Context: an optimization exercise on an open-source flow, tuned for small area, a short achievable clock period and few clock cycles. The choices shown serve that exercise and are no tape-out recipe. At most, simulation tests tie the RTL to the original design; equivalence was not proved. No functional check of the RTL was part of runs 1, 2 and 7. Power figures rest on the tool's default switching activity, not on a simulated workload.

`design/flow/run.sh`:
```
#!/bin/bash
# synth_recipe.tcl (not shown) runs the flow's synth.tcl, then flattens the netlist and writes it again
# the make line also repeats each setting of config.mk as NAME=value (left out here)
make -C /OpenROAD-flow-scripts/flow DESIGN_CONFIG=/design/flow/config.mk WORK_HOME=/design/flow/orfs CLKGATE_MAP_FILE= SYNTH_SCRIPT=/design/flow/synth_recipe.tcl finish
```
`design/flow/config.mk`:
```
export PLATFORM = sky130hd
export DESIGN_NAME = Top
export DESIGN_NICKNAME = Top
export VERILOG_FILES = /design/flow/design.v
export SDC_FILE = /design/flow/constraint.sdc
export NUM_CORES = 4
export LEC_CHECK = 0
export CAP_MARGIN = 20
export CELL_PAD_IN_SITES_DETAIL_PLACEMENT = 1
export CELL_PAD_IN_SITES_GLOBAL_PLACEMENT = 1
export CORE_MARGIN = 2
export CORE_UTILIZATION = 30
export CTS_CLUSTER_DIAMETER = 100
export CTS_CLUSTER_SIZE = 22
export GPL_ROUTABILITY_DRIVEN = 1
export PLACE_DENSITY = 0.45
export SETUP_SLACK_MARGIN = 5
export SLEW_MARGIN = 20
```
`design/flow/constraint.sdc`:
```
create_clock -name core_clock -period 10.0 [get_ports {clk}]
set_input_delay 2.0000 -clock core_clock [delete_from_list [all_inputs] [get_ports {clk}]]
set_output_delay 2.0000 -clock core_clock [all_outputs]
set_load 0.01 [all_outputs]
```
`design/flow/design.v`:
```
module Adder #(
    parameter W = 32
) (
    input  [W-1:0] a,
    input  [W-1:0] b,
    input          ci,
    output [W-1:0] s,
    output         co
);
    localparam L = $clog2(W);
    wire [W-1:0] g [0:L];
    wire [W-1:0] p [0:L];
    wire [W-1:0] p0 = a ^ b;
    assign g[0] = (a & b) | {{(W-1){1'b0}}, p0[0] & ci};
    assign p[0] = p0;
    genvar k, i;
    generate
        for (k = 0; k < L; k = k + 1) begin : g_lvl
            for (i = 0; i < W; i = i + 1) begin : g_bit
                if (i >= (1 << k)) begin : g_op
                    assign g[k+1][i] = g[k][i] | (p[k][i] & g[k][i-(1<<k)]);
                    assign p[k+1][i] = p[k][i] & p[k][i-(1<<k)];
                end else begin : g_pass
                    assign g[k+1][i] = g[k][i];
                    assign p[k+1][i] = p[k][i];
                end
            end
        end
    endgenerate
    assign s = p0 ^ {g[L][W-2:0], ci};
    assign co = g[L][W-1];
endmodule
module RegFile (
    input clk,
    input rst,
    input we,
    input [4:0] wa,
    input [31:0] wd,
    input [4:0] ra1,
    input [4:0] ra2,
    output [31:0] rd1,
    output [31:0] rd2,
    output a0_zero
);
    reg [31:1] valid;
    wire [31:0] q [1:31];
    always @(posedge clk or posedge rst) begin
        if (rst) valid <= 31'b0;
        else if (we && wa != 5'd0) valid[wa] <= 1'b1;
    end
    genvar r;
    generate
        for (r = 1; r < 32; r = r + 1) begin : g_reg
            reg [31:0] data;
            always @(posedge clk) begin
                if (we && wa == r) data <= wd;
            end
            assign q[r] = data;
        end
    endgenerate
    reg [31:0] o1, o2;
    integer k;
    always @(*) begin
        o1 = {15'b0, (ra1 == 5'd2) & ~valid[2], 16'b0};
        o2 = {15'b0, (ra2 == 5'd2) & ~valid[2], 16'b0};
        for (k = 1; k < 32; k = k + 1) begin
            o1 = o1 | (q[k] & {32{(ra1 == k) & valid[k]}});
            o2 = o2 | (q[k] & {32{(ra2 == k) & valid[k]}});
        end
    end
    assign rd1 = o1;
    assign rd2 = o2;
    assign a0_zero = ~valid[10] | (q[10] == 32'b0);
endmodule
module Top (
    input clk,
    input rst,
    output halt,
    input [31:0] M_ld_data,
    output [3:0] M_dm_w_en,
    output [15:0] M_alu_out_15_0,
    output [31:0] M_rs2_data,
    output [15:0] pc_15_0,
    input [31:0] inst
);
    localparam OP_LUI   = 5'b01101;
    localparam OP_AUIPC = 5'b00101;
    localparam OP_JAL   = 5'b11011;
    localparam OP_JALR  = 5'b11001;
    localparam OP_BR    = 5'b11000;
    localparam OP_LD    = 5'b00000;
    localparam OP_ST    = 5'b01000;
    localparam OP_IMM   = 5'b00100;
    localparam OP_OP    = 5'b01100;
    localparam OP_SYS   = 5'b11100;
    reg [31:0] pc;
    reg        x_valid;
    reg        halt_q;
    reg [31:0] x_a;         
    reg [31:0] x_b;         
    reg [31:0] x_c;         
    reg [4:0]  x_rd;
    reg [2:0]  x_f3;
    reg        x_wr;        
    reg        x_ld;
    reg        x_st;
    reg        x_br;
    reg        x_jalr;
    reg        x_link;      
    reg        x_ecall;
    reg [4:0]  x_sh;        
    reg        x_sra;
    reg        r_add, r_sub, r_shl, r_shr, r_slt, r_sltu, r_xor, r_or, r_and;
    reg        m_eq, m_ne, m_lt, m_ge, m_ltu, m_geu;
    reg        l_lo, l_mid, l_hi, l_sb, l_sh;
    wire [31:0] sum;
    wire [31:0] diff;
    wire sum_co, diff_co;
    Adder #(.W(32)) add_sum (.a(x_a), .b(x_b), .ci(1'b0), .s(sum), .co(sum_co));
    Adder #(.W(32)) add_diff (.a(x_a), .b(~x_b), .ci(1'b1), .s(diff), .co(diff_co));
    wire ltu = ~diff_co;
    wire lt = (x_a[31] ^ x_b[31]) ? x_a[31] : diff[31];
    wire eq = (x_a == x_b);
    wire [31:0] a_rev;
    genvar gi;
    generate
        for (gi = 0; gi < 32; gi = gi + 1) begin : g_rev
            assign a_rev[gi] = x_a[31 - gi];
        end
    endgenerate
    wire [31:0] sh_in = r_shl ? a_rev : x_a;
    wire sh_fill = x_sra & x_a[31] & ~r_shl;
    wire [63:0] sh_ext = {{32{sh_fill}}, sh_in} >> x_sh;
    wire [31:0] sh_r = sh_ext[31:0];
    wire [31:0] sh_l;
    generate
        for (gi = 0; gi < 32; gi = gi + 1) begin : g_rev2
            assign sh_l[gi] = sh_r[31 - gi];
        end
    endgenerate
    wire [31:0] ldf;
    assign ldf[7:0]   = {8{l_lo}} & M_ld_data[7:0];
    assign ldf[15:8]  = ({8{l_mid}} & M_ld_data[15:8]) | {8{l_sb & M_ld_data[7]}};
    assign ldf[31:16] = ({16{l_hi}} & M_ld_data[31:16])
                      | {16{(l_sb & M_ld_data[7]) | (l_sh & M_ld_data[15])}};
    wire [31:0] wb = ({32{r_add}}  & sum)
                   | ({32{r_sub}}  & diff)
                   | ({32{r_shl}}  & sh_l)
                   | ({32{r_shr}}  & sh_r)
                   | {31'b0, (r_slt & lt) | (r_sltu & ltu)}
                   | ({32{r_xor}}  & (x_a ^ x_b))
                   | ({32{r_or}}   & (x_a | x_b))
                   | ({32{r_and}}  & (x_a & x_b))
                   | ldf
                   | ({32{x_link}} & x_c);
    wire wen = x_valid & x_wr;
    wire mispredict = (m_eq & eq) | (m_ne & ~eq) | (m_lt & lt) | (m_ge & ~lt)
                    | (m_ltu & ltu) | (m_geu & ~ltu);
    wire redirect = x_valid & (x_jalr | mispredict);
    wire [31:0] redirect_pc = x_jalr ? {sum[31:1], 1'b0} : x_c;
    wire [15:0] addr;
    wire addr_co;
    Adder #(.W(16)) add_addr (.a(x_a[15:0]), .b(x_b[15:0]), .ci(1'b0), .s(addr), .co(addr_co));
    assign M_alu_out_15_0 = addr;
    assign M_rs2_data = x_c;
    assign M_dm_w_en = (x_valid & x_st) ?
                       ((x_f3 == 3'b000) ? 4'b0001 :
                        (x_f3 == 3'b001) ? 4'b0011 :
                        (x_f3 == 3'b010) ? 4'b1111 : 4'b0000) : 4'b0000;
    wire a0_zero;
    assign halt = halt_q | (x_valid & x_ecall & a0_zero);
    assign pc_15_0 = pc[15:0];
    wire [4:0] f_op  = inst[6:2];
    wire [4:0] f_rd  = inst[11:7];
    wire [2:0] f_f3  = inst[14:12];
    wire [4:0] f_rs1 = inst[19:15];
    wire [4:0] f_rs2 = inst[24:20];
    wire f_lui   = (f_op == OP_LUI);
    wire f_auipc = (f_op == OP_AUIPC);
    wire f_jal   = (f_op == OP_JAL);
    wire f_jalr  = (f_op == OP_JALR);
    wire f_br    = (f_op == OP_BR);
    wire f_ld    = (f_op == OP_LD);
    wire f_st    = (f_op == OP_ST);
    wire f_opimm = (f_op == OP_IMM);
    wire f_opop  = (f_op == OP_OP);
    wire f_sys   = (f_op == OP_SYS);
    wire [31:0] imm_i = {{20{inst[31]}}, inst[31:20]};
    wire [31:0] imm_s = {{20{inst[31]}}, inst[31:25], inst[11:7]};
    wire [31:0] imm_b = {{20{inst[31]}}, inst[7], inst[30:25], inst[11:8], 1'b0};
    wire [31:0] imm_j = {{12{inst[31]}}, inst[19:12], inst[20], inst[30:21], 1'b0};
    wire [31:0] imm_u = {inst[31:12], 12'b0};
    wire f_pred = f_jal | (f_br & inst[31]);
    wire [31:0] f_tgt;
    wire f_tgt_co;
    Adder #(.W(32)) add_tgt (.a(pc), .b(f_jal ? imm_j : imm_b), .ci(1'b0), .s(f_tgt), .co(f_tgt_co));
    wire [31:0] f_pc4 = pc + 32'd4;
    wire [31:0] f_npc = f_pred ? f_tgt : f_pc4;
    wire [31:0] rf_rd1, rf_rd2;
    RegFile regfile (
        .clk(clk),
        .rst(rst),
        .we(wen),
        .wa(x_rd),
        .wd(wb),
        .ra1(f_rs1),
        .ra2(f_rs2),
        .rd1(rf_rd1),
        .rd2(rf_rd2),
        .a0_zero(a0_zero)
    );
    wire byp1 = wen & (x_rd == f_rs1);
    wire byp2 = wen & (x_rd == f_rs2);
    wire a_reg = ~(f_auipc | f_lui);
    wire b_reg = f_opop | f_br;
    wire [31:0] imm = (f_lui | f_auipc) ? imm_u : (f_st ? imm_s : imm_i);
    wire [31:0] pc_alt = (f_pred | f_jalr) ? f_pc4 : f_tgt;
    wire [31:0] a_n = ({32{f_auipc}} & pc)
                    | ({32{a_reg & byp1}} & wb)
                    | ({32{a_reg & ~byp1}} & rf_rd1);
    wire [31:0] b_n = ({32{~b_reg}} & imm)
                    | ({32{b_reg & byp2}} & wb)
                    | ({32{b_reg & ~byp2}} & rf_rd2);
    wire [31:0] c_n = ({32{~f_st}} & pc_alt)
                    | ({32{f_st & byp2}} & wb)
                    | ({32{f_st & ~byp2}} & rf_rd2);
    wire [4:0] sh_n = f_opop ? (byp2 ? wb[4:0] : rf_rd2[4:0]) : f_rs2;
    wire f_wr = ~(f_st | f_br | f_sys) & (f_rd != 5'd0);
    wire f_arith = f_opimm | f_opop;
    wire [2:0] f_bc = f_f3 ^ {2'b00, f_pred};
    always @(posedge clk or posedge rst) begin
        if (rst) begin
            pc      <= 32'b0;
            x_valid <= 1'b0;
            halt_q  <= 1'b0;
        end else begin
            pc      <= redirect ? redirect_pc : f_npc;
            x_valid <= ~redirect;
            halt_q  <= halt;
        end
    end
    always @(posedge clk) begin
        x_a     <= a_n;
        x_b     <= b_n;
        x_c     <= c_n;
        x_rd    <= f_rd;
        x_f3    <= f_f3;
        x_wr    <= f_wr;
        x_ld    <= f_ld;
        x_st    <= f_st;
        x_br    <= f_br;
        x_jalr  <= f_jalr;
        x_link  <= f_jal | f_jalr;
        x_ecall <= f_sys;
        x_sh    <= sh_n;
        x_sra   <= inst[30];
        r_add   <= f_lui | f_auipc | (f_arith & (f_f3 == 3'd0) & ~(f_opop & inst[30]));
        r_sub   <= f_arith & (f_f3 == 3'd0) & f_opop & inst[30];
        r_shl   <= f_arith & (f_f3 == 3'd1);
        r_slt   <= f_arith & (f_f3 == 3'd2);
        r_sltu  <= f_arith & (f_f3 == 3'd3);
        r_xor   <= f_arith & (f_f3 == 3'd4);
        r_shr   <= f_arith & (f_f3 == 3'd5);
        r_or    <= f_arith & (f_f3 == 3'd6);
        r_and   <= f_arith & (f_f3 == 3'd7);
        m_eq    <= f_br & (f_bc == 3'b000);
        m_ne    <= f_br & (f_bc == 3'b001);
        m_lt    <= f_br & (f_bc == 3'b100);
        m_ge    <= f_br & (f_bc == 3'b101);
        m_ltu   <= f_br & (f_bc == 3'b110);
        m_geu   <= f_br & (f_bc == 3'b111);
        l_lo    <= f_ld;
        l_mid   <= f_ld & (f_f3[1:0] != 2'b00);
        l_hi    <= f_ld & f_f3[1];
        l_sb    <= f_ld & (f_f3 == 3'b000);
        l_sh    <= f_ld & (f_f3 == 3'b001);
    end
endmodule
```
==> results of run 1 <==
sequential cells by signal (all words and copies together), names as in the netlist, 3 cells and up:
name and flops:
pc 32, regfile.g.data 992, regfile.valid 31, x_a 32
x_b 32, x_c 32, x_f3 3, x_rd 5
x_sh 5
synthesized netlist by cell type, drive strengths merged (27+ instances only):
cell,instances,area share
edfxtp,992,0.49
a22oi,401,0.049
clkbuf,365,0.022
a221oi,284,0.041
a22o,262,0.037
nand2,247,0.015
nor2,241,0.015
nand3,186,0.015
a21oi,185,0.015
o21ai,161,0.013
ha,141,0.029
inv,136,0.0083
dfxtp,135,0.044
nand4,105,0.011
nor3,94,0.0077
and3,87,0.0089
buf,82,0.0068
a222oi,78,0.013
mux2i,71,0.012
xnor2,69,0.0099
dfrtp,65,0.027
a211oi,56,0.0069
mux4,53,0.020
a21o,51,0.0063
a221o,48,0.0078
and2,42,0.0043
xor2,36,0.0052
o21bai,33,0.0040
o211ai,32,0.0039
nand2b,31,0.0032
nor4,29,0.0030
mux2,27,0.0050
critical path, cell delays in order, from the launching register on:
cell and delay [ps]:
edfxtp_1 440, nor4_4 680, nand4_1 720, o21ai_4 450
a31o_4 230, buf_6 110
kinds of logic after synthesis:
kind of cell,Yosys count
AOI/OAI and AO/OA,1804
xor gates and xnor gates,105
adders and majority gates,145
buffers and inverters,586
DFF,1192
muxes,151
and+or+nand+nor,1185
per-stage QoR:
step	instances	utilization	setup WS, ps	total power [mW]	instance area, um^2
finish	8012	0.353	4590	15.2	71500
global route	8006	0.353	4620	15.6	71500
CTS	7960	0.349	4600	14.9	70600
detailed placement	7775	0.329	2770	11.2	66600
global placement	7773	0.328	2510	11.2	66500
floorplan	5168	-	4760	8.67	61300
per-layer routing:
metal / GRT usage / up-vias
met5: 0 / -
met4: 0.221 / 8
met3: 0.0769 / 958
met2: 0.574 / 3786
met1: 0.458 / 29100
li1: - / 21200
what timing repair did:
item                                    4_1_cts  5_1_grt
endpoints found under the hold margin         0        0
gates resized for setup                     358      130
buffers inserted                             78       40
endpoints found under the setup margin      358      430
pin swaps                                    50       65
gates cloned                                  3        5
hold buffers                                  0        0
path summary, 6_finish.rpt:
kind                                      startpoint           endpoint  slack [ps]  depth (start not counted)
setup / recovery           regfile.g_reg[10].data[2]               halt        4590                          5
hold / removal                     regfile.valid[24]  regfile.valid[24]         510                          1
setup reg to reg                              x_a[6]            x_b[31]        4900                         20
hold reg to reg                    regfile.valid[24]  regfile.valid[24]         510                          1
max in group asynchronous                        rst             pc[19]        7350                          3
min in group asynchronous                        rst              pc[0]        1500                          2
layout make-up:
type                       instances  area [um^2]  share of cell area
sequential                      1192        34200               0.478
multi-input combinational       3392        26800               0.374
clock buffer                      76         1850              0.0258
clock inverter                    28          339             0.00474
inverter                         139          547             0.00764
timing repair buffer             504         4460              0.0623
tap                             2672         3340              0.0467
antenna                            7         17.5            0.000245
timing repair inverter             2         12.5            0.000175
power groups by stage:
| stage | registers, mW | logic (mW) | clock network, mW |
|---|---|---|---|
| 2_1_floorplan | 6.31 | 2.37 | 0 |
| 3_3_place_gp | 6.72 | 4.43 | 0 |
| 3_5_place_dp | 6.71 | 4.46 | 0 |
| 4_1_cts | 6.60 | 4.89 | 3.40 |
| 5_1_grt | 6.63 | 5.45 | 3.53 |
| 6_report | 6.63 | 5.23 | 3.37 |
==> flow_summary.ini, run 1 <==
[global_routing]
grt_pass1_vias = 53500
antenna_found_initial = 20
grt_pass1_wl_um = 513000
grt_overflow = 0
track_usage = 0.364
grt_max_degree = 62

[yosys]
synthesis.area_mm2 = 0.0612
ys_seq_area_frac = 0.557
ys_ff_latch = 1192
avgSynthCellArea_um2 = 11.8
synth.mux.area_fraction = 0.0364
synth_ff_type = edfxtp_1
async_flop_share = 0.0545
netlist_instances = 5168
synth-warning-count = 4
synth_top_family_by_area = compound AO/OA/AOI/OAI gates
syn_nets = 5379
synthSimpleGateAreaFrac = 0.0971
synth_cell_types = 87
synth-compound-area-share = 0.226
synth-adder-area-share = 0.0301
yosys.area_share.xor_xnor = 0.0150
synth_edf_count = 992

[sta]
holdWs_ps = 512
slew_violations = 0
rsz0062_at_grt = yes
hold_viol_final = 0
worst_clock_skew_ps = 78.7
final.setup.tns_ps = 0
fmaxAchievable_mhz = 185
finalCritPeriodShare = 0.541
slew_headroom = 0.144
setup_viol_count_final = 0
layout_min_cycle_time_ps = 5410
worst_slew_pin_slew_ps = 1280

[drt]
met2WireLength_um = 176000
ant_nets = 0
viasPerCell = 6.87
drt_pass1_iterations = 8
wl_per_cell_um = 49.0
dr_total_vias = 55100
drcViolationCount = 0
dr_wl_met3_um = 36400
wirelength_um = 393000
highest-signal-layer = met5
drt_iter0_drc = 9026
wl_met1_um = 150000

[layout]
drive_above_1_share = 0.178
mostFrequentLayoutCell = edfxtp_1
final_cell_mix = 992 x edfxtp_1, 401 x a22oi_1, 329 x buf_4
nFillCells = 21500
syn_to_final_growth_pct = 16.8
layout.nets = 5514

[power_and_ir_drop]
p_int_mw = 9.27
worst_ir_drop_vdd_mv = 0.142
switching_share = 0.391
power_leakage_nw = 24.7
p_switching_mw = 5.96
p_per_area_mw_per_mm2 = 213
p_clk_frac = 0.221
combinationalPowerShare = 0.343
p_seq_frac = 0.436

[die]
start_util = 0.302
pin_count = 135
core_mm2 = 0.203
die_h_um = 456
dieArea_mm2 = 0.208
die_x_um = 456
rows = 165

[clock_tree]
clock_sinks = 1192
h-tree-depth = 3
clk_pin_slew_ps = 100
clockRootBuffer = clkbuf_16
tritoncts = built
cts_max_path_buffers = 3
numCtsBuffers = 72
clkLatencyLatePin_ps = 780

[worst_setup_path]
crit_required_ps = 8000
cp_data_arrival_time_ps = 3410
worstPathMaxFanout = 2
criticalPathCategory = reg -> out
worstSetupStartpointType = flop
endpoint_kind = output port

[flow_run]
max_cap_violations = 0

[worst_hold_path]
hold_class = reg -> reg

[placement]
portBuffers = 132
dp_hpwl_um = 251000
place_congestion = 0.918

[run_status]
run_status = timing/DRC/antenna clean
==> run 2, diff against run 1 <==
--- a/design/flow/config.mk
+++ b/design/flow/config.mk
@@ -9,10 +9,10 @@
 export CELL_PAD_IN_SITES_DETAIL_PLACEMENT = 1
 export CELL_PAD_IN_SITES_GLOBAL_PLACEMENT = 1
 export CORE_MARGIN = 2
-export CORE_UTILIZATION = 30
+export CORE_UTILIZATION = 45
 export CTS_CLUSTER_DIAMETER = 100
 export CTS_CLUSTER_SIZE = 22
 export GPL_ROUTABILITY_DRIVEN = 1
-export PLACE_DENSITY = 0.45
+export PLACE_DENSITY = 0.6
 export SETUP_SLACK_MARGIN = 5
 export SLEW_MARGIN = 20
==> run 2 against run 1 <==
Final cell count is 12% lower. First-iteration DRC count is 22% higher. Clock skew is 24 ps lower. Count of clock-buffer cells in the layout is 5 higher. Worst setup slack better by 160 ps. Utilization is 16 points higher. Via count is 3.2% higher. Clock power is 8.3% lower. Critical path depth stayed put. Routed wire length is 10% lower. Flip-flop and latch count stayed put. Still clean on timing, DRC and antenna. Maximum frequency is 3.0% higher.
==> flow_summary.ini, run 2 <==
[yosys]
synth_commonest_cells = 992 x edfxtp_1, 401 x a22oi_1, 365 x clkbuf_1, 284 x a221oi_1, 262 x a22o_1
synth-warning-count = 4
async_flop_share = 0.0545
netlist_instances = 5168
ys_seq_area_frac = 0.557
synth_edf_count = 992
synth_top_area_share = 0.487
synth.largest_area_cell = edfxtp_1
synthesis.area_mm2 = 0.0612
ys_ff_latch = 1192
synth_area_leaders = edfxtp_1 49%, a22oi_1 4.9%, dfxtp_1 4.4%
avgSynthCellArea_um2 = 11.8
synth_cell_types = 87
synth_ff_type = edfxtp_1
yosysMostFrequentCell = edfxtp_1
syn_nets = 5379

[global_routing]
grt_pass1_vias = 53800
track_usage = 0.490
antenna_found_initial = 18
grt_max_degree = 66
grt_pass1_wl_um = 467000
grt_overflow = 0

[worst_setup_path]
worstPathMaxFanout = 2
worstSetupStartpointType = flop
max_stage_delay_ps = 710
worstPathCellList = nor4_4 > nand4_1 > o21ai_4 > a31o_4 > buf_6
crit_required_ps = 8000
crit_buf_inv = 1
endpoint_kind = output port
criticalPathCategory = reg -> out
slowest_stage = nor4_4
cp_data_arrival_time_ps = 3250
crit_family = simple AND/OR/NAND/NOR gates

[sta]
worst_slew_pin_slew_ps = 1300
hold_viol_final = 0
slew_violations = 0
fmaxAchievable_mhz = 190
rsz0062_at_grt = yes
slew_headroom = 0.133
worst_slack_ps = 4750
worst_clock_skew_ps = 54.7
finalCritPeriodShare = 0.525
final.setup.tns_ps = 0
setup_viol_count_final = 0
layout_min_cycle_time_ps = 5250
holdWs_ps = 524

[clock_tree]
clk_pin_slew_ps = 100
cts_max_path_buffers = 3
cts_hold_buffers = 0
clockRootBuffer = clkbuf_16
h-tree-depth = 3
clock_sinks = 1192
tritoncts = built
numCtsBuffers = 67
clkLatencyLatePin_ps = 750

[drt]
drt_iter0_drc = 11000
viasPerCell = 8.03
drcViolationCount = 0
wirelength_um = 352000
drt_pass1_iterations = 9
dr_total_vias = 56800
ant_nets = 0
wl_per_cell_um = 49.7

[run_status]
run_status = timing/DRC/antenna clean

[layout]
nFillCells = 13900
instances_no_fill = 7078
mostFrequentLayoutCell = edfxtp_1
drive_above_1_share = 0.170
syn_to_final_growth_pct = 13.6
final_util = 0.514
final_cell_mix = 992 x edfxtp_1, 401 x a22oi_1, 313 x buf_4
layout.nets = 5475
top_register = regfile.g.data
design_area_mm2 = 0.0696
largest_register_ffs = 992

[die]
die_x_um = 373
start_util = 0.452
dieArea_mm2 = 0.139
die_h_um = 373
pin_count = 135
rows = 135
core_mm2 = 0.135

[power_and_ir_drop]
worst_ir_drop_vdd_mv = 0.195
power_leakage_nw = 24.3
p_per_area_mw_per_mm2 = 212
p_total_mw = 14.8

[placement]
dp_hpwl_um = 217000
pre_cts_slack_ps = 2890
portBuffers = 132
place_inst = 6852
place_congestion = 1.04
dpl-instance-area_mm2 = 0.0650

[worst_hold_path]
hold_class = reg -> reg

[flow_run]
max_cap_violations = 0
==> run 2: routing by layer <==
layer  global-route usage  vias up  share of wire
li1                     -    21100              -
met2                0.716     5347           0.42
met4                0.379       16           0.10
met1                0.596    28800           0.34
met5                    0        -        0.00086
met3                0.168     1585           0.14
==> run 2: final cells by class <==
cell class | count | area, um^2 | share of cell area
Timing Repair Buffer | 472 | 4010 | 0.0576
Inverter | 139 | 529 | 0.00761
Tap cell | 1781 | 2230 | 0.0320
Antenna cell | 8 | 20.0 | 0.000288
Clock buffer | 81 | 1770 | 0.0255
Sequential cell | 1192 | 34200 | 0.492
Clock inverter | 13 | 228 | 0.00327
Multi-Input combinational cell | 3392 | 26600 | 0.382
==> run 2: path summary, 6_finish.rpt <==
| check | startpoint | to | slack, ps | depth (start not counted) |
|---|---|---|---|---|
| setup reg to reg | x_a[7] | x_b[31] | 4990 | 20 |
| min in group asynchronous | rst | pc[3] | 1870 | 3 |
| setup / recovery | regfile.g_reg[10].data[3] | halt | 4750 | 5 |
| hold reg to reg | regfile.valid[15] | regfile.valid[15] | 520 | 1 |
| max in group asynchronous | rst | pc[28] | 7440 | 3 |
| hold / removal | regfile.valid[15] | regfile.valid[15] | 520 | 1 |
==> run 2: cell families after synthesis <==
kind of cell,synth area share
buffers and inverters,0.0377
XOR/XNOR,0.0150
AND/OR/NAND/NOR,0.0971
adder cells (fa/ha/maj),0.0301
multiplexers,0.0364
AO/OA/AOI/OAI,0.226
flip-flops,0.557
==> run 2: where the power goes <==
group          switching, mW  total, mW  internal, mW
logic                   3.20       5.02          1.83
clock network           1.77       3.09          1.32
registers              0.707       6.64          5.94
total                   5.67       14.8          9.09
==> run 2: timing repair <==
item / in CTS / in global routing
resized for setup: 304 / 139
setup endpoints to repair: 466 / 257
pin swaps: 35 / 52
cloned: 2 / 2
setup buffers: 59 / 60
==> run 3, diff against run 2 <==
--- a/design/flow/design.v
+++ b/design/flow/design.v
@@ -1,5 +1,6 @@
 module Adder #(
-    parameter W = 32
+    parameter W = 32,
+    parameter L = 5           
 ) (
     input  [W-1:0] a,
     input  [W-1:0] b,
@@ -7,7 +8,6 @@
     output [W-1:0] s,
     output         co
 );
-    localparam L = $clog2(W);
     wire [W-1:0] g [0:L];
     wire [W-1:0] p [0:L];
     wire [W-1:0] p0 = a ^ b;
@@ -160,7 +160,7 @@
     wire [31:0] redirect_pc = x_jalr ? {sum[31:1], 1'b0} : x_c;
     wire [15:0] addr;
     wire addr_co;
-    Adder #(.W(16)) add_addr (.a(x_a[15:0]), .b(x_b[15:0]), .ci(1'b0), .s(addr), .co(addr_co));
+    Adder #(.W(16), .L(4)) add_addr (.a(x_a[15:0]), .b(x_b[15:0]), .ci(1'b0), .s(addr), .co(addr_co));
     assign M_alu_out_15_0 = addr;
     assign M_rs2_data = x_c;
     assign M_dm_w_en = (x_valid & x_st) ?
--- a/design/flow/config.mk
+++ b/design/flow/config.mk
@@ -16,3 +16,4 @@
 export PLACE_DENSITY = 0.6
 export SETUP_SLACK_MARGIN = 5
 export SLEW_MARGIN = 20
+export TNS_END_PERCENT = 5
==> run 3 against run 2 <==
Still clean on timing, DRC and antenna. Synthesized area did not move. Maximum frequency fell by 2.1%. Synthesized cell count did not move. Non-clock buffer count fell by 78. First-iteration DRC count fell by 1.9%. Sequential power barely moved. Largest cell class unchanged. Largest power group unchanged. Highest routed layer unchanged.
==> flow_summary.ini, run 3 <==
[global_routing]
grt_pass1_vias = 53500
grt_pass1_wl_um = 461000
grt_overflow = 0
track_usage = 0.480
grt_max_degree = 66
antenna_found_initial = 14

[layout]
multi_input_area_mm2 = 0.0261
drive_above_1_share = 0.139
largest_register_ffs = 992
mostFrequentLayoutCell = edfxtp_1
final_cell_mix = 992 x edfxtp_1, 401 x a22oi_1, 281 x a221oi_1
top_register = regfile.g.data
nFillCells = 13700
regArea_mm2 = 0.0342
layout.nets = 5395
syn_to_final_growth_pct = 11.7

[clock_tree]
numCtsBuffers = 66
clock_sinks = 1192
cts_max_path_buffers = 3
tritoncts = built
h-tree-depth = 3
clkLatencyLatePin_ps = 760
clk_pin_slew_ps = 100
clockRootBuffer = clkbuf_16

[worst_hold_path]
hold_class = reg -> reg

[flow_run]
max_cap_violations = 0

[sta]
slew_headroom = 0.166
rsz0062_at_grt = yes
holdWs_ps = 509
fmaxAchievable_mhz = 186
worst_clock_skew_ps = 54.5
layout_min_cycle_time_ps = 5370
hold_viol_final = 0
setup_viol_count_final = 0
final.setup.tns_ps = 0
finalCritPeriodShare = 0.537
worst_slew_pin_slew_ps = 1240
slew_violations = 0

[placement]
portBuffers = 132
place_congestion = 1.00
dp_hpwl_um = 213000

[yosys]
avgSynthCellArea_um2 = 11.8
synth_top_area_share = 0.487
synth_area_leaders = edfxtp_1 49%, a22oi_1 4.9%, dfxtp_1 4.4%
netlist_instances = 5168
yosys.area_share.xor_xnor = 0.0150
yosysMostFrequentCell = edfxtp_1
synth_cell_types = 87
synth_commonest_cells = 992 x edfxtp_1, 401 x a22oi_1, 365 x clkbuf_1, 284 x a221oi_1, 262 x a22o_1
synth.largest_area_cell = edfxtp_1
async_flop_share = 0.0545
synth-compound-area-share = 0.226
ys_seq_area_frac = 0.557
syn_nets = 5379
ys_ff_latch = 1192
synth-warning-count = 4
synth_top_family_by_area = compound AO/OA/AOI/OAI gates
synthesis.area_mm2 = 0.0612
synth_edf_count = 992
synth_ff_type = edfxtp_1
synth.mux.area_fraction = 0.0364
synth-adder-area-share = 0.0301
synthSimpleGateAreaFrac = 0.0971

[drt]
wirelength_um = 343000
drt_iter0_drc = 10800
drt_pass1_iterations = 12
dr_total_vias = 55800
wl_per_cell_um = 49.1
viasPerCell = 7.97
ant_nets = 0
drcViolationCount = 0

[worst_setup_path]
crit_buf_inv = 2
crit_family = simple AND/OR/NAND/NOR gates
max_stage_delay_ps = 730
crit_required_ps = 10530
worstPathCellList = clkdlybuf4s15_2 > and2_0 > and4b_2 > buf_4 > a22o_1 > a221oi_1 > nand4_1 > nor3_1 > nand2_1 > o21ai_0 > a21oi_1
worstPathMaxFanout = 13
endpoint_kind = flop
cp_data_arrival_time_ps = 5900
slowest_stage = nor3_1
criticalPathCategory = in -> reg
worstSetupStartpointType = input port

[power_and_ir_drop]
p_total_mw = 14.3
p_per_area_mw_per_mm2 = 209
worst_ir_drop_vdd_mv = 0.134
power_leakage_nw = 23.8

[die]
rows = 135
core_mm2 = 0.135
start_util = 0.452
die_h_um = 373
dieArea_mm2 = 0.139
die_x_um = 373
pin_count = 135

[run_status]
run_status = timing/DRC/antenna clean
-- run 3: cell types whose count changed in the layout (fill, tap and decap cells not counted), moves of 8 or more --
cell,delta
buf_6,-16
buf_4,-62
a211oi_2,-9
inv_1,+9
a211oi_1,+12
a21oi_2,-8
a21oi_1,+10
-- run 3: path summary, 6_finish.rpt --
path	from	endpoint	slack (ps)	depth (start not counted)
hold / removal	halt_q	halt_q	510	1
max in group asynchronous	rst	pc[24]	7440	3
setup reg to reg	x_a[0]	x_b[18]	4710	14
min in group asynchronous	rst	pc[1]	1850	3
setup / recovery	inst[22]	x_b[13]	4630	11
hold reg to reg	halt_q	halt_q	510	1
-- run 3: metal layers --
layer,part of all wire,vias to the layer above,global-route usage
met5,0.00063,-,0.00524
met4,0.090,19,0.352
met3,0.14,1406,0.155
met2,0.42,5268,0.711
met1,0.35,28200,0.588
li1,-,20900,-
-- run 3: final cells by class --
| class | instances | share of cell area |
|---|---|---|
| inverter | 139 | 0.00765 |
| multi-input combinational | 3391 | 0.381 |
| clock buffer | 79 | 0.0252 |
| antenna | 10 | 0.000366 |
| timing repair buffer | 394 | 0.0497 |
| clock inverter | 12 | 0.00287 |
| sequential | 1192 | 0.500 |
| tap | 1781 | 0.0326 |
-- run 3: stage by stage --
| stage | cells | setup slack [ps] | util | cell area [um^2] |
|---|---|---|---|---|
| after floorplan | 5168 | 4710 | - | 61200 |
| after global placement | 6844 | 2720 | 0.480 | 64900 |
| after detailed placement | 6844 | 2660 | 0.480 | 64900 |
| after CTS | 6974 | 4710 | 0.503 | 68000 |
| after global routing | 6989 | 4700 | 0.505 | 68300 |
| final | 6998 | 4630 | 0.505 | 68400 |
-- run 3: worst reg2reg max path: stages (launching register included) --
cell,delay [ps]
dfxtp_4,400
buf_4,180
inv_1,80
ha_2,210
fa_1,410
or2_2,310
a221oi_1,390
o22ai_1,190
buf_4,210
a31oi_1,600
o21a_1,340
a31oi_1,120
a41oi_1,790
o31ai_2,240
a21oi_1,610
-- run 3: power breakdown --
group / total, mW / switching (mW) / internal [mW]
Combinational: 4.65 / 3.00 / 1.65
Clock: 3.03 / 1.77 / 1.26
Sequential: 6.62 / 0.689 / 5.93
-- run 3: kinds of logic (layout without fill, tap and decap cells) --
| logic type | count (synthesis) | after routing |
|---|---|---|
| xor gates and xnor gates | 105 | 105 |
| buffers and inverters | 586 | 624 |
| muxes | 151 | 151 |
| AOI/OAI and AO/OA | 1804 | 1804 |
| adders and majority gates | 145 | 145 |
| and+or+nand+nor | 1185 | 1186 |
| DFF | 1192 | 1192 |
| other | 0 | 10 |
-- run 3: repair_timing --
action,in CTS,in global routing
cloned,2,0
endpoints found under the setup margin,397,306
pin swaps,31,21
setup buffers,37,13
hold buffers,0,0
resized for setup,228,41
Testbench counts of run 3, summed over its fixed seeds: cycles 337,112.
==> run 4, diff against run 3 <==
--- a/design/flow/config.mk
+++ b/design/flow/config.mk
@@ -16,4 +16,3 @@
 export PLACE_DENSITY = 0.6
 export SETUP_SLACK_MARGIN = 5
 export SLEW_MARGIN = 20
-export TNS_END_PERCENT = 5
==> run 4 against run 3 <==
Utilization is 0.89 points higher. First-iteration DRC count rose by 2.0%. Final cell count up 1.1%. Non-clock buffer count is 78 higher. Die area is the same. Critical endpoint is now halt. Maximum frequency up 2.1%. Critical path depth decreased by 6. Clock skew is essentially flat. Via count grew 1.8%. Synthesized cell count did not move. Still clean.
==> flow_summary.ini, run 4 <==
[die]
start_util = 0.452
dieArea_mm2 = 0.139
die_h_um = 373
die_x_um = 373
pin_count = 135
rows = 135
core_mm2 = 0.135

[yosys]
synth_area_leaders = edfxtp_1 49%, a22oi_1 4.9%, dfxtp_1 4.4%
avgSynthCellArea_um2 = 11.8
synth_top_area_share = 0.487
synth_cell_types = 87
async_flop_share = 0.0545
netlist_instances = 5168
synth_commonest_cells = 992 x edfxtp_1, 401 x a22oi_1, 365 x clkbuf_1, 284 x a221oi_1, 262 x a22o_1
synth.largest_area_cell = edfxtp_1
synth-warning-count = 4
synthesis.area_mm2 = 0.0612
ys_ff_latch = 1192
synth_edf_count = 992
ys_seq_area_frac = 0.557
syn_nets = 5379
yosysMostFrequentCell = edfxtp_1
synth_ff_type = edfxtp_1

[sta]
fmaxAchievable_mhz = 190
rsz0062_at_grt = yes
slew_violations = 0
layout_min_cycle_time_ps = 5250
worst_clock_skew_ps = 54.7
setup_viol_count_final = 0
final.setup.tns_ps = 0
finalCritPeriodShare = 0.525
slew_headroom = 0.133
worst_slew_pin_slew_ps = 1300
hold_viol_final = 0
holdWs_ps = 524

[clock_tree]
cts_max_path_buffers = 3
clock_sinks = 1192
clkLatencyLatePin_ps = 750
clockRootBuffer = clkbuf_16
h-tree-depth = 3
numCtsBuffers = 67
clk_pin_slew_ps = 100
tritoncts = built

[worst_setup_path]
worstSetupStartpointType = flop
max_stage_delay_ps = 710
cp_data_arrival_time_ps = 3250
slowest_stage = nor4_4
crit_buf_inv = 1
crit_family = simple AND/OR/NAND/NOR gates
rr_startpoint = x_a[7]
endpoint_kind = output port
cp-startpoint = regfile.g_reg[10].data[3]
criticalPathCategory = reg -> out
worstPathMaxFanout = 2
worstPathCellList = nor4_4 > nand4_1 > o21ai_4 > a31o_4 > buf_6
crit_required_ps = 8000

[layout]
largest_register_ffs = 992
syn_to_final_growth_pct = 13.6
top_register = regfile.g.data
mostFrequentLayoutCell = edfxtp_1
design_area_mm2 = 0.0696
nFillCells = 13900
drive_above_1_share = 0.170
layout.nets = 5475
final_cell_mix = 992 x edfxtp_1, 401 x a22oi_1, 313 x buf_4
final_util = 0.514

[run_status]
run_status = timing/DRC/antenna clean

[placement]
dpl-instance-area_mm2 = 0.0650
dp_hpwl_um = 217000
place_congestion = 1.04
portBuffers = 132

[global_routing]
antenna_found_initial = 18
grt_max_degree = 66
track_usage = 0.490
grt_pass1_vias = 53800
grt_pass1_wl_um = 467000
grt_overflow = 0

[drt]
drt_iter0_drc = 11000
drcViolationCount = 0
ant_nets = 0
dr_total_vias = 56800
wl_per_cell_um = 49.7
wirelength_um = 352000
viasPerCell = 8.03
drt_pass1_iterations = 9

[worst_hold_path]
hp-start = regfile.valid[15]
hold_class = reg -> reg

[power_and_ir_drop]
p_total_mw = 14.8
power_leakage_nw = 24.3
worst_ir_drop_vdd_mv = 0.195
p_per_area_mw_per_mm2 = 212

[flow_run]
max_cap_violations = 0
==> run 4: cell counts after synthesis <==
No cell type changed its count.
==> run 4: repair_timing <==
item,in CTS,in global routing
setup buffers,59,60
cloned,2,2
endpoints found under the setup margin,466,257
hold buffers,0,0
pin swaps,35,52
resized for setup,304,139
==> run 4: layout make-up <==
class,count,area [um^2],share of cell area
Sequential cell,1192,34200,0.492
Timing Repair Buffer,472,4010,0.0576
Tap cell,1781,2230,0.0320
Antenna cell,8,20.0,0.000288
Clock buffer,81,1770,0.0255
Inverter,139,529,0.00761
Clock inverter,13,228,0.00327
Multi-Input combinational cell,3392,26600,0.382
==> run 4: power by group <==
group / switching (mW) / internal [mW] / total, mW
logic: 3.20 / 1.83 / 5.02
clock network: 1.77 / 1.32 / 3.09
registers: 0.707 / 5.94 / 6.64
==> run 4: per-stage QoR <==
stage / setup slack (ps) / cells
after floorplan: 4760 / 5168
after global placement: 2880 / 6851
after detailed placement: 2890 / 6852
after CTS: 4720 / 7007
after global routing: 4750 / 7070
final: 4750 / 7078
==> run 4: final timing paths <==
path	endpoint	slack (ps)	cells after the start
hold / removal	regfile.valid[15]	520	1
hold reg to reg	regfile.valid[15]	520	1
setup reg to reg	x_b[31]	4990	20
setup / recovery	halt	4750	5
max in group asynchronous	pc[28]	7440	3
min in group asynchronous	pc[3]	1870	3
==> run 4: layer usage <==
| layer | track usage | vias to the layer above | wire length [um] | part of all wire |
|---|---|---|---|---|
| met5 | 0 | - | 303 | 0.00086 |
| met4 | 0.379 | 16 | 35800 | 0.10 |
| met3 | 0.168 | 1585 | 49400 | 0.14 |
| met2 | 0.716 | 5347 | 146000 | 0.42 |
| met1 | 0.596 | 28800 | 120000 | 0.34 |
| li1 | - | 21100 | - | - |
==> run 4: cell families (layout without fill, tap and decap cells) <==
| kind of cell | count (synthesis) | after routing | synth area share |
|---|---|---|---|
| simple gates | 1185 | 1186 | 0.0971 |
| other cells | 0 | 8 | 0 |
| fa+ha+maj | 145 | 145 | 0.0301 |
| buf+inv | 586 | 705 | 0.0377 |
| xor+xnor | 105 | 105 | 0.0150 |
| mux | 151 | 151 | 0.0364 |
| flops | 1192 | 1192 | 0.557 |
| compound gates | 1804 | 1805 | 0.226 |
==> run 4: worst register-to-register path: stages (launching register included) <==
cell and delay (ps):
dfxtp_1 340, buf_6 190, inv_1 110, ha_4 340, inv_1 120, o21ai_1 130
nand4b_1 280, o21a_4 330, o2111ai_4 310, a21oi_2 130, a21oi_2 150, o21ai_1 90
a221o_1 390, fa_2 460, a221oi_2 260, nand4_1 130, a221oi_2 310, o41ai_4 170
buf_12 170, o31a_1 270, mux2_2 270
==> run 5, diff against run 4 <==
--- a/design/flow/config.mk
+++ b/design/flow/config.mk
@@ -13,6 +13,6 @@
 export CTS_CLUSTER_DIAMETER = 100
 export CTS_CLUSTER_SIZE = 22
 export GPL_ROUTABILITY_DRIVEN = 1
-export PLACE_DENSITY = 0.6
+export PLACE_DENSITY = 0.65
 export SETUP_SLACK_MARGIN = 5
 export SLEW_MARGIN = 20
==> run 5 against run 4 <==
Sequential power barely moved. Final cell count fell by 0.13%. Maximum frequency rose by 1.6%. Sequential share of layout area rose by 0.078 points. Critical endpoint is now M_alu_out_15_0[12]. Hold slack got worse by 48 ps. Combinational power barely moved. Still clean on timing, DRC and antenna. Power fell by 1.6%. Highest routed layer unchanged. Non-clock buffer count fell by 8. First-iteration DRC count rose by 5.3%. Critical path depth rose by 6. Flip-flop and latch count did not move. Routed wire length fell by 2.1%.
==> flow_summary.ini, run 5 <==
[global_routing]
use_met3 = 0.174
grt_pass1_vias = 54200
antenna_found_initial = 29
grt.met2_usage = 0.699
grt_max_degree = 66
grt_overflow = 0
grt-busiest-layer = met2
track_usage = 0.479
grt_pass1_wl_um = 461000
use_met1 = 0.578

[worst_setup_path]
worstPathMaxFanout = 3
endpoint_kind = output port
cp_data_arrival_time_ps = 3170
crit_required_ps = 8000
criticalPathCategory = reg -> out
worstSetupStartpointType = flop

[yosys]
netlist_instances = 5168
ys_ff_latch = 1192
synthesis.area_mm2 = 0.0612
synth_edf_count = 992
synth.largest_area_cell = edfxtp_1
syn_nets = 5379
ys_seq_area_frac = 0.557
synth-warning-count = 4
synth_cell_types = 87
async_flop_share = 0.0545
synth_area_leaders = edfxtp_1 49%, a22oi_1 4.9%, dfxtp_1 4.4%
synth_ff_type = edfxtp_1
avgSynthCellArea_um2 = 11.8
synth_commonest_cells = 992 x edfxtp_1, 401 x a22oi_1, 365 x clkbuf_1, 284 x a221oi_1, 262 x a22o_1
synth_top_area_share = 0.487
yosysMostFrequentCell = edfxtp_1

[placement]
place_inst = 6843
place_congestion = 1.09
dp_hpwl_um = 212000
portBuffers = 132

[layout]
layout.nets = 5463
final_cell_mix = 992 x edfxtp_1, 400 x a22oi_1, 298 x buf_4
syn_to_final_growth_pct = 13.4
mostFrequentLayoutCell = edfxtp_1
top_register = regfile.g.data
largest_register_ffs = 992
instances_no_fill = 7069
drive_above_1_share = 0.165

[die]
die_x_um = 373
core_mm2 = 0.135
start_util = 0.452
rows = 135
die_h_um = 373
dieArea_mm2 = 0.139
pin_count = 135

[drt]
dr_total_vias = 57200
ant_nets = 0
drt_iter0_drc = 11600
drt_pass1_iterations = 10
viasPerCell = 8.09
drcViolationCount = 0
wl_per_cell_um = 48.7
wirelength_um = 344000

[power_and_ir_drop]
p_per_area_mw_per_mm2 = 209
power_leakage_nw = 24.2
p_total_mw = 14.5
worst_ir_drop_vdd_mv = 0.195

[flow_run]
max_cap_violations = 0

[sta]
final.setup.tns_ps = 0
rsz0062_at_grt = yes
setup_viol_count_final = 0
finalCritPeriodShare = 0.517
hold_viol_final = 0
fmaxAchievable_mhz = 193
worst_clock_skew_ps = 96.1
slew_violations = 0
layout_min_cycle_time_ps = 5170
slew_headroom = 0.153
worst_slew_pin_slew_ps = 1270

[clock_tree]
h-tree-depth = 2
numCtsBuffers = 61
clock_sinks = 1192
clockRootBuffer = clkbuf_16
cts_hold_buffers = 0
clk_pin_slew_ps = 100
cts_max_path_buffers = 3
clkLatencyLatePin_ps = 800
tritoncts = built

[run_status]
run_status = timing/DRC/antenna clean

[worst_hold_path]
hold_class = reg -> reg
run 5: cell counts after synthesis:
No cell type changed its count.
run 5: through the flow:
stage | util | area (um^2) | hold slack (ps) | setup slack (ps)
floorplan | - | 61300 | 433 | 4760
global placement | 0.480 | 64900 | 443 | 2940
detailed placement | 0.480 | 64900 | 457 | 2840
CTS | 0.507 | 68500 | 475 | 4760
global route | 0.513 | 69400 | 491 | 4750
finish | 0.513 | 69400 | 476 | 4830
run 5: logic make-up (layout without fill, tap and decap cells):
group	Yosys count	in the layout	synth area share
buffers and inverters	586	691	0.0377
AO/OA/AOI/OAI	1804	1804	0.226
AND/OR/NAND/NOR	1185	1187	0.0971
flip-flops	1192	1192	0.557
adder cells (fa/ha/maj)	145	145	0.0301
XOR/XNOR	105	105	0.0150
multiplexers	151	151	0.0364
other	0	13	0
run 5: routing by layer:
metal  vias to the layer above  part of all wire
met2                      5758              0.42
met1                     28600              0.34
li1                      21100                 -
met4                        36              0.10
met5                         -           0.00082
met3                      1735              0.15
run 5: critical path, cell delays in order (launching register included):
cell and delay, ps:
dfxtp_4 380, ha_4 170, fa_2 410, a211oi_4 280, o211ai_1 120, buf_4 190, a41oi_4 180, o21bai_2 120
a21oi_2 160, xnor2_1 130, buf_4 160, buf_6 100
run 5: what timing repair did:
action / CTS / global route
gates cloned: 2 / 2
hold endpoints to repair: 0 / 0
setup buffers: 80 / 43
gates resized for setup: 337 / 128
pin swaps: 44 / 58
endpoints found under the setup margin: 378 / 232
run 5: layout make-up:
type | instances | area [um^2]
tap | 1781 | 2230
clock inverter | 8 | 128
timing repair buffer | 464 | 4030
fill | 13800 | 65900
timing repair inverter | 2 | 15.0
multi-input combinational | 3392 | 26600
clock buffer | 78 | 1610
antenna | 13 | 32.5
inverter | 139 | 536
sequential | 1192 | 34200
run 5: power by group:
part | internal [mW] | switching, mW | total, mW | leakage [nW]
combinational | 1.84 | 3.18 | 5.01 | 12.3
clock | 1.15 | 1.71 | 2.86 | 0.840
sequential | 5.93 | 0.715 | 6.65 | 11.1
run 5: path summary, 6_finish.rpt:
path / cells after the start / start / slack, ps / end
max in group asynchronous: 3 / rst / 7520 / regfile.valid[31]
setup / recovery: 11 / x_b[0] / 4830 / M_alu_out_15_0[12]
setup reg to reg: 19 / x_a[4] / 5040 / regfile.g_reg[23].data[31]
hold / removal: 1 / halt_q / 480 / halt_q
hold reg to reg: 1 / halt_q / 480 / halt_q
min in group asynchronous: 3 / rst / 1810 / pc[3]
==> run 6, diff against run 5 <==
--- a/design/flow/config.mk
+++ b/design/flow/config.mk
@@ -13,6 +13,6 @@
 export CTS_CLUSTER_DIAMETER = 100
 export CTS_CLUSTER_SIZE = 22
 export GPL_ROUTABILITY_DRIVEN = 1
-export PLACE_DENSITY = 0.65
+export PLACE_DENSITY = 0.7
 export SETUP_SLACK_MARGIN = 5
 export SLEW_MARGIN = 20
==> run 6 against run 5 <==
Still clean on timing, DRC and antenna. Flip-flop and latch count stayed put. Maximum frequency hardly changed. Via count is 1.4% higher. Clock power is 8.7% higher. Final cell count hardly changed. Critical endpoint is now x_a[31]. Highest routed layer unchanged.
==> flow_summary.ini, run 6 <==
[run_status]
run_status = timing/DRC/antenna clean

[yosys]
synth.largest_area_cell = edfxtp_1
avgSynthCellArea_um2 = 11.8
yosysMostFrequentCell = edfxtp_1
synth_cell_types = 87
ys_seq_area_frac = 0.557
synth_top_family_by_area = compound AO/OA/AOI/OAI gates
synth_top_area_share = 0.487
synthSimpleGateAreaFrac = 0.0971
synth-warning-count = 4
syn_nets = 5379
synth_commonest_cells = 992 x edfxtp_1, 401 x a22oi_1, 365 x clkbuf_1, 284 x a221oi_1, 262 x a22o_1
netlist_instances = 5168
async_flop_share = 0.0545
ys_ff_latch = 1192
yosys.area_share.xor_xnor = 0.0150
synth-adder-area-share = 0.0301
synth-compound-area-share = 0.226
synth.mux.area_fraction = 0.0364
synthesis.area_mm2 = 0.0612
synth_edf_count = 992
synth_ff_type = edfxtp_1
synth_area_leaders = edfxtp_1 49%, a22oi_1 4.9%, dfxtp_1 4.4%

[placement]
portBuffers = 132
place_inst = 6839
pre_cts_slack_ps = 2930
place_congestion = 1.04
dp_hpwl_um = 207000

[global_routing]
track_usage = 0.466
grt_max_degree = 66
antenna_found_initial = 16
grt_pass1_wl_um = 452000
grt_pass1_vias = 54700
grt_overflow = 0

[drt]
drt_iter0_drc = 12300
drcViolationCount = 0
drt_pass1_iterations = 10
dr_total_vias = 58000
ant_nets = 0
viasPerCell = 8.21
wirelength_um = 337000
wl_per_cell_um = 47.7

[sta]
worst_slew_pin_slew_ps = 1290
final.setup.tns_ps = 0
worst_clock_skew_ps = 68.7
slew_headroom = 0.137
layout_min_cycle_time_ps = 5170
worst_slack_ps = 4830
rsz0062_at_grt = yes
hold_viol_final = 0
slew_violations = 0
finalCritPeriodShare = 0.517
setup_viol_count_final = 0
fmaxAchievable_mhz = 193

[worst_setup_path]
crit_family = compound AO/OA/AOI/OAI gates
max_stage_delay_ps = 490
worstPathCellList = inv_1 > ha_4 > inv_1 > a21oi_2 > nand4b_1 > o21a_4 > o2111ai_4 > a21oi_2 > a21oi_1 > o21ai_1 > a221o_1 > fa_2 > a221oi_2 > nand4_1 > a221oi_2 > o41ai_4 > or2_4 > a221o_1
cp-startpoint = x_b[10]
endpoint_kind = flop
cp_data_arrival_time_ps = 5810
rr_startpoint = x_b[10]
worstPathMaxFanout = 8
worstSetupStartpointType = flop
slowest_stage = fa_2
criticalPathCategory = reg -> reg
crit_required_ps = 10640
crit_buf_inv = 2

[clock_tree]
numCtsBuffers = 66
clk_pin_slew_ps = 90
h-tree-depth = 3
clock_sinks = 1192
tritoncts = built
cts_max_path_buffers = 3
clkLatencyLatePin_ps = 760
cts_hold_buffers = 0
clockRootBuffer = clkbuf_16

[layout]
mostFrequentLayoutCell = edfxtp_1
top_register = regfile.g.data
nFillCells = 13700
regArea_mm2 = 0.0342
multi_input_area_mm2 = 0.0267
final_cell_mix = 992 x edfxtp_1, 400 x a22oi_1, 283 x buf_4
layout.nets = 5452
syn_to_final_growth_pct = 13.7
largest_register_ffs = 992
drive_above_1_share = 0.163
instances_no_fill = 7063

[die]
pin_count = 135
core_mm2 = 0.135
rows = 135
die_h_um = 373
start_util = 0.452
die_x_um = 373
dieArea_mm2 = 0.139

[flow_run]
max_cap_violations = 0

[worst_hold_path]
hp-start = halt_q
hold_class = reg -> reg

[power_and_ir_drop]
p_per_area_mw_per_mm2 = 211
p_total_mw = 14.7
power_leakage_nw = 24.3
worst_ir_drop_vdd_mv = 0.189
## run 6: repair_timing
action	in CTS	in global routing
setup buffers	59	53
gates resized for setup	306	151
setup endpoints to repair	468	258
pin swaps	41	51
gates cloned	1	2
## run 6: report_power, final
| part | internal, mW | switching (mW) | total (mW) | leakage (nW) |
|---|---|---|---|---|
| sequential | 5.93 | 0.680 | 6.61 | 11.1 |
| clock | 1.35 | 1.76 | 3.11 | 0.970 |
| combinational | 1.82 | 3.13 | 4.95 | 12.2 |
## run 6: through the flow
| stage | instance area [um^2] | hold slack (ps) | util |
|---|---|---|---|
| after floorplan | 61300 | 433 | - |
| after global placement | 64900 | 446 | 0.480 |
| after detailed placement | 64900 | 450 | 0.480 |
| after CTS | 68500 | 470 | 0.506 |
| after global routing | 69600 | 490 | 0.514 |
| final | 69600 | 471 | 0.514 |
## run 6: path summary, 6_finish.rpt
kind / endpoint / slack, ps / cells past startpoint
worst max register to register: x_a[31] / 4830 / 18
max in group asynchronous: pc[20] / 7320 / 3
min in group asynchronous: pc[2] / 1870 / 3
worst max-delay path: x_a[31] / 4830 / 18
worst min register to register: halt_q / 470 / 1
worst min-delay path: halt_q / 470 / 1
## run 6: logic make-up after synthesis
kind of cell / after synthesis
multiplexers: 151
AND/OR/NAND/NOR: 1185
buffers and inverters: 586
flip-flops: 1192
adder cells (fa/ha/maj): 145
XOR/XNOR: 105
AO/OA/AOI/OAI: 1804
## run 6: area by class of cell
type	count	share of cell area
multi-input combinational	3393	0.383
tap	1781	0.0320
clock buffer	78	0.0251
inverter	139	0.00766
timing repair buffer	449	0.0564
antenna	18	0.000647
sequential	1192	0.491
clock inverter	13	0.00369
## run 6: layer usage
metal  up-vias  part of all wire  GRT usage  wire [um]
met3      1975              0.16      0.174      52300
met5         -           0.00051   0.000699        172
met2      6212              0.41      0.663     137000
li1      21100                 -          -          -
met1     28700              0.33      0.559     111000
met4        12              0.11      0.391      36600
## run 6: worst register-to-register path, stage by stage, from the launching register on
cell and delay [ps]:
dfxtp_2 430, inv_1 140, ha_4 340, inv_1 130, a21oi_2 220, nand4b_1 290, o21a_4 320, o2111ai_4 370
a21oi_2 110, a21oi_1 180, o21ai_1 90, a221o_1 400, fa_2 490, a221oi_2 250, nand4_1 150, a221oi_2 330
o41ai_4 200, or2_4 320, a221o_1 320
==> run 7, diff against run 6 <==
--- a/design/flow/design.v
+++ b/design/flow/design.v
@@ -1,6 +1,5 @@
 module Adder #(
-    parameter W = 32,
-    parameter L = 5           
+    parameter W = 32
 ) (
     input  [W-1:0] a,
     input  [W-1:0] b,
@@ -8,6 +7,7 @@
     output [W-1:0] s,
     output         co
 );
+    localparam L = $clog2(W);
     wire [W-1:0] g [0:L];
     wire [W-1:0] p [0:L];
     wire [W-1:0] p0 = a ^ b;
@@ -160,7 +160,7 @@
     wire [31:0] redirect_pc = x_jalr ? {sum[31:1], 1'b0} : x_c;
     wire [15:0] addr;
     wire addr_co;
-    Adder #(.W(16), .L(4)) add_addr (.a(x_a[15:0]), .b(x_b[15:0]), .ci(1'b0), .s(addr), .co(addr_co));
+    Adder #(.W(16)) add_addr (.a(x_a[15:0]), .b(x_b[15:0]), .ci(1'b0), .s(addr), .co(addr_co));
     assign M_alu_out_15_0 = addr;
     assign M_rs2_data = x_c;
     assign M_dm_w_en = (x_valid & x_st) ?
==> design/flow/flow/run.sh (new file) <==
#!/bin/bash
# Own flow: the standard layout (standard.sh: same synthesis, steps and
# settings) with two changes to how the layout is made: the timing-repair
# steps aim for a larger setup margin, and the buffers that ORFS puts on
# every input and output port are buf_4 cells.  make's output goes to
# standard.log; every ORFS step keeps its own log under orfs/logs.
set -uo pipefail
bash standard.sh SETUP_SLACK_MARGIN=5.5 \
    "BUFFER_PORTS_ARGS=-buffer_cell sky130_fd_sc_hd__buf_4" finish > standard.log 2>&1
==> design/flow/standard.sh (new file) <==
#!/bin/bash
# synth_recipe.tcl (not shown) runs the flow's synth.tcl, then flattens the netlist and writes it again
# the make line also repeats each setting of config.mk as NAME=value (left out here)
make -C /OpenROAD-flow-scripts/flow DESIGN_CONFIG=/design/flow/config.mk WORK_HOME=/design/flow/orfs CLKGATE_MAP_FILE= SYNTH_SCRIPT=/design/flow/synth_recipe.tcl "${@:-finish}"
--- a/design/flow/config.mk
+++ b/design/flow/config.mk
@@ -9,10 +9,10 @@
 export CELL_PAD_IN_SITES_DETAIL_PLACEMENT = 1
 export CELL_PAD_IN_SITES_GLOBAL_PLACEMENT = 1
 export CORE_MARGIN = 2
-export CORE_UTILIZATION = 45
+export CORE_UTILIZATION = 30
 export CTS_CLUSTER_DIAMETER = 100
 export CTS_CLUSTER_SIZE = 22
 export GPL_ROUTABILITY_DRIVEN = 1
-export PLACE_DENSITY = 0.7
+export PLACE_DENSITY = 0.45
 export SETUP_SLACK_MARGIN = 5
 export SLEW_MARGIN = 20
removed: design/flow/run.sh
==> run 7 against run 6 <==
Still clean. Via count down 4.0%. Power increased by 7.4%. Count of clock-buffer cells in the layout increased by 1. Non-clock buffer count rose by 98. Hold slack gained 39 ps. Final area grew 4.5%. Sequential power grew 0.6%. Critical path type is now reg -> out. Critical endpoint is now M_alu_out_15_0[12]. Highest routed layer unchanged.
==> flow_summary.ini, run 7 <==
[die]
pin_count = 135
die_x_um = 456
core_mm2 = 0.203
die_h_um = 456
dieArea_mm2 = 0.208
rows = 165
start_util = 0.302

[yosys]
yosysMostFrequentCell = edfxtp_1
synth_cell_types = 87
synth_commonest_cells = 992 x edfxtp_1, 401 x a22oi_1, 365 x clkbuf_1, 284 x a221oi_1, 262 x a22o_1
synthesis.area_mm2 = 0.0612
avgSynthCellArea_um2 = 11.8
synth_ff_type = edfxtp_1
synth_edf_count = 992
async_flop_share = 0.0545
synth_top_area_share = 0.487
ys_ff_latch = 1192
synth.largest_area_cell = edfxtp_1
syn_nets = 5379
synth-warning-count = 4
netlist_instances = 5168
ys_seq_area_frac = 0.557
synth_area_leaders = edfxtp_1 49%, a22oi_1 4.9%, dfxtp_1 4.4%

[power_and_ir_drop]
power_leakage_nw = 25.3
p_total_mw = 15.8
p_per_area_mw_per_mm2 = 217
worst_ir_drop_vdd_mv = 0.136

[sta]
layout_min_cycle_time_ps = 5200
slew_violations = 0
worst_clock_skew_ps = 72.0
setup_viol_count_final = 0
rsz0062_at_grt = yes
final.setup.tns_ps = 0
finalCritPeriodShare = 0.520
slew_headroom = 0.183
worst_slew_pin_slew_ps = 1200
fmaxAchievable_mhz = 192
hold_viol_final = 0

[worst_hold_path]
hp-start = regfile.valid[22]
hold_class = reg -> reg

[clock_tree]
h-tree-depth = 3
clock_sinks = 1192
cts_hold_buffers = 0
clockRootBuffer = clkbuf_16
clk_pin_slew_ps = 100
clkLatencyLatePin_ps = 780
numCtsBuffers = 74
cts_max_path_buffers = 3
tritoncts = built

[worst_setup_path]
worstPathMaxFanout = 3
slowest_stage = fa_2
endpoint_kind = output port
cp-startpoint = x_b[0]
max_stage_delay_ps = 400
crit_top_cell = buf_4
crit_family = compound AO/OA/AOI/OAI gates
worstSetupStartpointType = flop
crit_required_ps = 8000
cp_data_arrival_time_ps = 3200
worstPathCellList = ha_4 > fa_2 > a211oi_4 > o211ai_1 > buf_4 > a41oi_4 > o21bai_1 > a21oi_1 > xnor2_1 > buf_4 > buf_6
criticalPathCategory = reg -> out
crit_buf_inv = 3
rr_startpoint = x_a[10]

[drt]
drt_pass1_iterations = 8
wirelength_um = 395000
ant_nets = 0
wl_per_cell_um = 49.1
drcViolationCount = 0
drt_iter0_drc = 9122
viasPerCell = 6.90
dr_total_vias = 55600

[layout]
instances_no_fill = 8054
final_util = 0.359
top_register = regfile.g.data
layout.nets = 5559
nFillCells = 21300
drive_above_1_share = 0.226
largest_register_ffs = 992
syn_to_final_growth_pct = 18.8
final_cell_mix = 992 x edfxtp_1, 460 x buf_4, 399 x a22oi_1
mostFrequentLayoutCell = edfxtp_1

[run_status]
run_status = timing/DRC/antenna clean

[global_routing]
grt_overflow = 0
track_usage = 0.365
grt_pass1_wl_um = 516000
grt_max_degree = 61
grt_pass1_vias = 53900
antenna_found_initial = 17

[flow_run]
max_cap_violations = 0

[placement]
place_inst = 7755
dp_hpwl_um = 248000
place_congestion = 0.954
portBuffers = 132
## run 7: stage by stage
stage | setup WS (ps) | hold slack (ps) | area (um^2)
after CTS | 4760 | 505 | 71000
after detailed placement | 3090 | 473 | 66200
after global routing | 4750 | 536 | 72700
after floorplan | 4770 | 433 | 61400
after global placement | 3060 | 481 | 66100
final | 4800 | 510 | 72700
## run 7: cell type report
type,instances,area (um^2),area share
inverters,139,544,0.00748
clock inverters,28,392,0.00538
repair buffers,547,4750,0.0653
flip-flops and latches,1192,34200,0.470
well taps,2672,3340,0.0460
multi-input cells,3393,27600,0.379
clock buffers,79,1910,0.0263
repair inverters,1,7.51,0.000103
diodes,3,7.51,0.000103
## run 7: layer usage
layer | global-route usage | routed length, um
met3 | 0.0738 | 36000
met1 | 0.459 | 151000
met4 | 0.221 | 29500
met2 | 0.579 | 178000
met5 | 0 | 137
## run 7: where the power goes
| part | switching [mW] | internal (mW) |
|---|---|---|
| combinational | 3.55 | 2.11 |
| clock | 1.99 | 1.47 |
| sequential | 0.714 | 5.93 |
| total | 6.25 | 9.51 |
## run 7: path summary, 6_finish.rpt
kind | to | slack (ps) | cells after the start
setup / recovery | M_alu_out_15_0[12] | 4800 | 11
hold / removal | regfile.valid[22] | 510 | 1
setup reg to reg | pc[25] | 5060 | 23
hold reg to reg | regfile.valid[22] | 510 | 1
max in group asynchronous | pc[24] | 7560 | 3
min in group asynchronous | pc[11] | 1280 | 2
## run 7: kinds of logic after synthesis
| kind of cell | synth area share |
|---|---|
| simple gates | 0.0971 |
| xor+xnor | 0.0150 |
| buf+inv | 0.0377 |
| flops | 0.557 |
| fa+ha+maj | 0.0301 |
| compound gates | 0.226 |
| mux | 0.0364 |
## run 7: repair_timing
action	CTS	global route
gates cloned	5	6
setup endpoints to repair	648	260
pin swaps	62	105
buffers inserted	88	90
resized for setup	374	217

==> re-timing with driven ports <==
The results above use ideal ports. As a check the final layouts listed here were re-extracted and re-timed, cells and wires unchanged.
Step 1, drivers: a clkbuf_16 drives clk and a buf_2 each remaining input, both assumed.
Step 2 also shifts input and output timing later by t, the mid clock arrival at the registers, as if the neighbouring blocks saw the same clock.
a / b / c = ideal / step 1 / step 2; a / b = the first two.
run | t, ns | slack for setup (ns) | clock arrival spread, ns | slew at the worst register clock pin (ns) | pins driven straight from the clock port
run 1 | 0.825 | 4.588 / 4.501 / 4.125 | 0.079 / 0.080 | 0.11 / 0.11 | 1
run 2 | 0.803 | 4.746 / 4.663 / 4.130 | 0.057 / 0.057 | 0.10 / 0.10 | 1
run 3 | 0.822 | 4.633 / 4.655 / 3.875 | 0.056 / 0.056 | 0.10 / 0.10 | 1
run 4 | 0.803 | 4.746 / 4.663 / 4.130 | 0.057 / 0.057 | 0.10 / 0.10 | 1
run 5 | 0.834 | 4.828 / 4.747 / 4.074 | 0.096 / 0.097 | 0.11 / 0.11 | 1
run 6 | 0.799 | 4.828 / 4.773 / 4.141 | 0.068 / 0.069 | 0.11 / 0.11 | 1
run 7 | 0.845 | 4.799 / 4.701 / 4.493 | 0.072 / 0.072 | 0.10 / 0.10 | 1
After both steps every run listed still meets setup and hold. For run 3, which loses most, drivers alone change the setup slack by +0.022 ns; drivers and shift together by -0.758 ns.
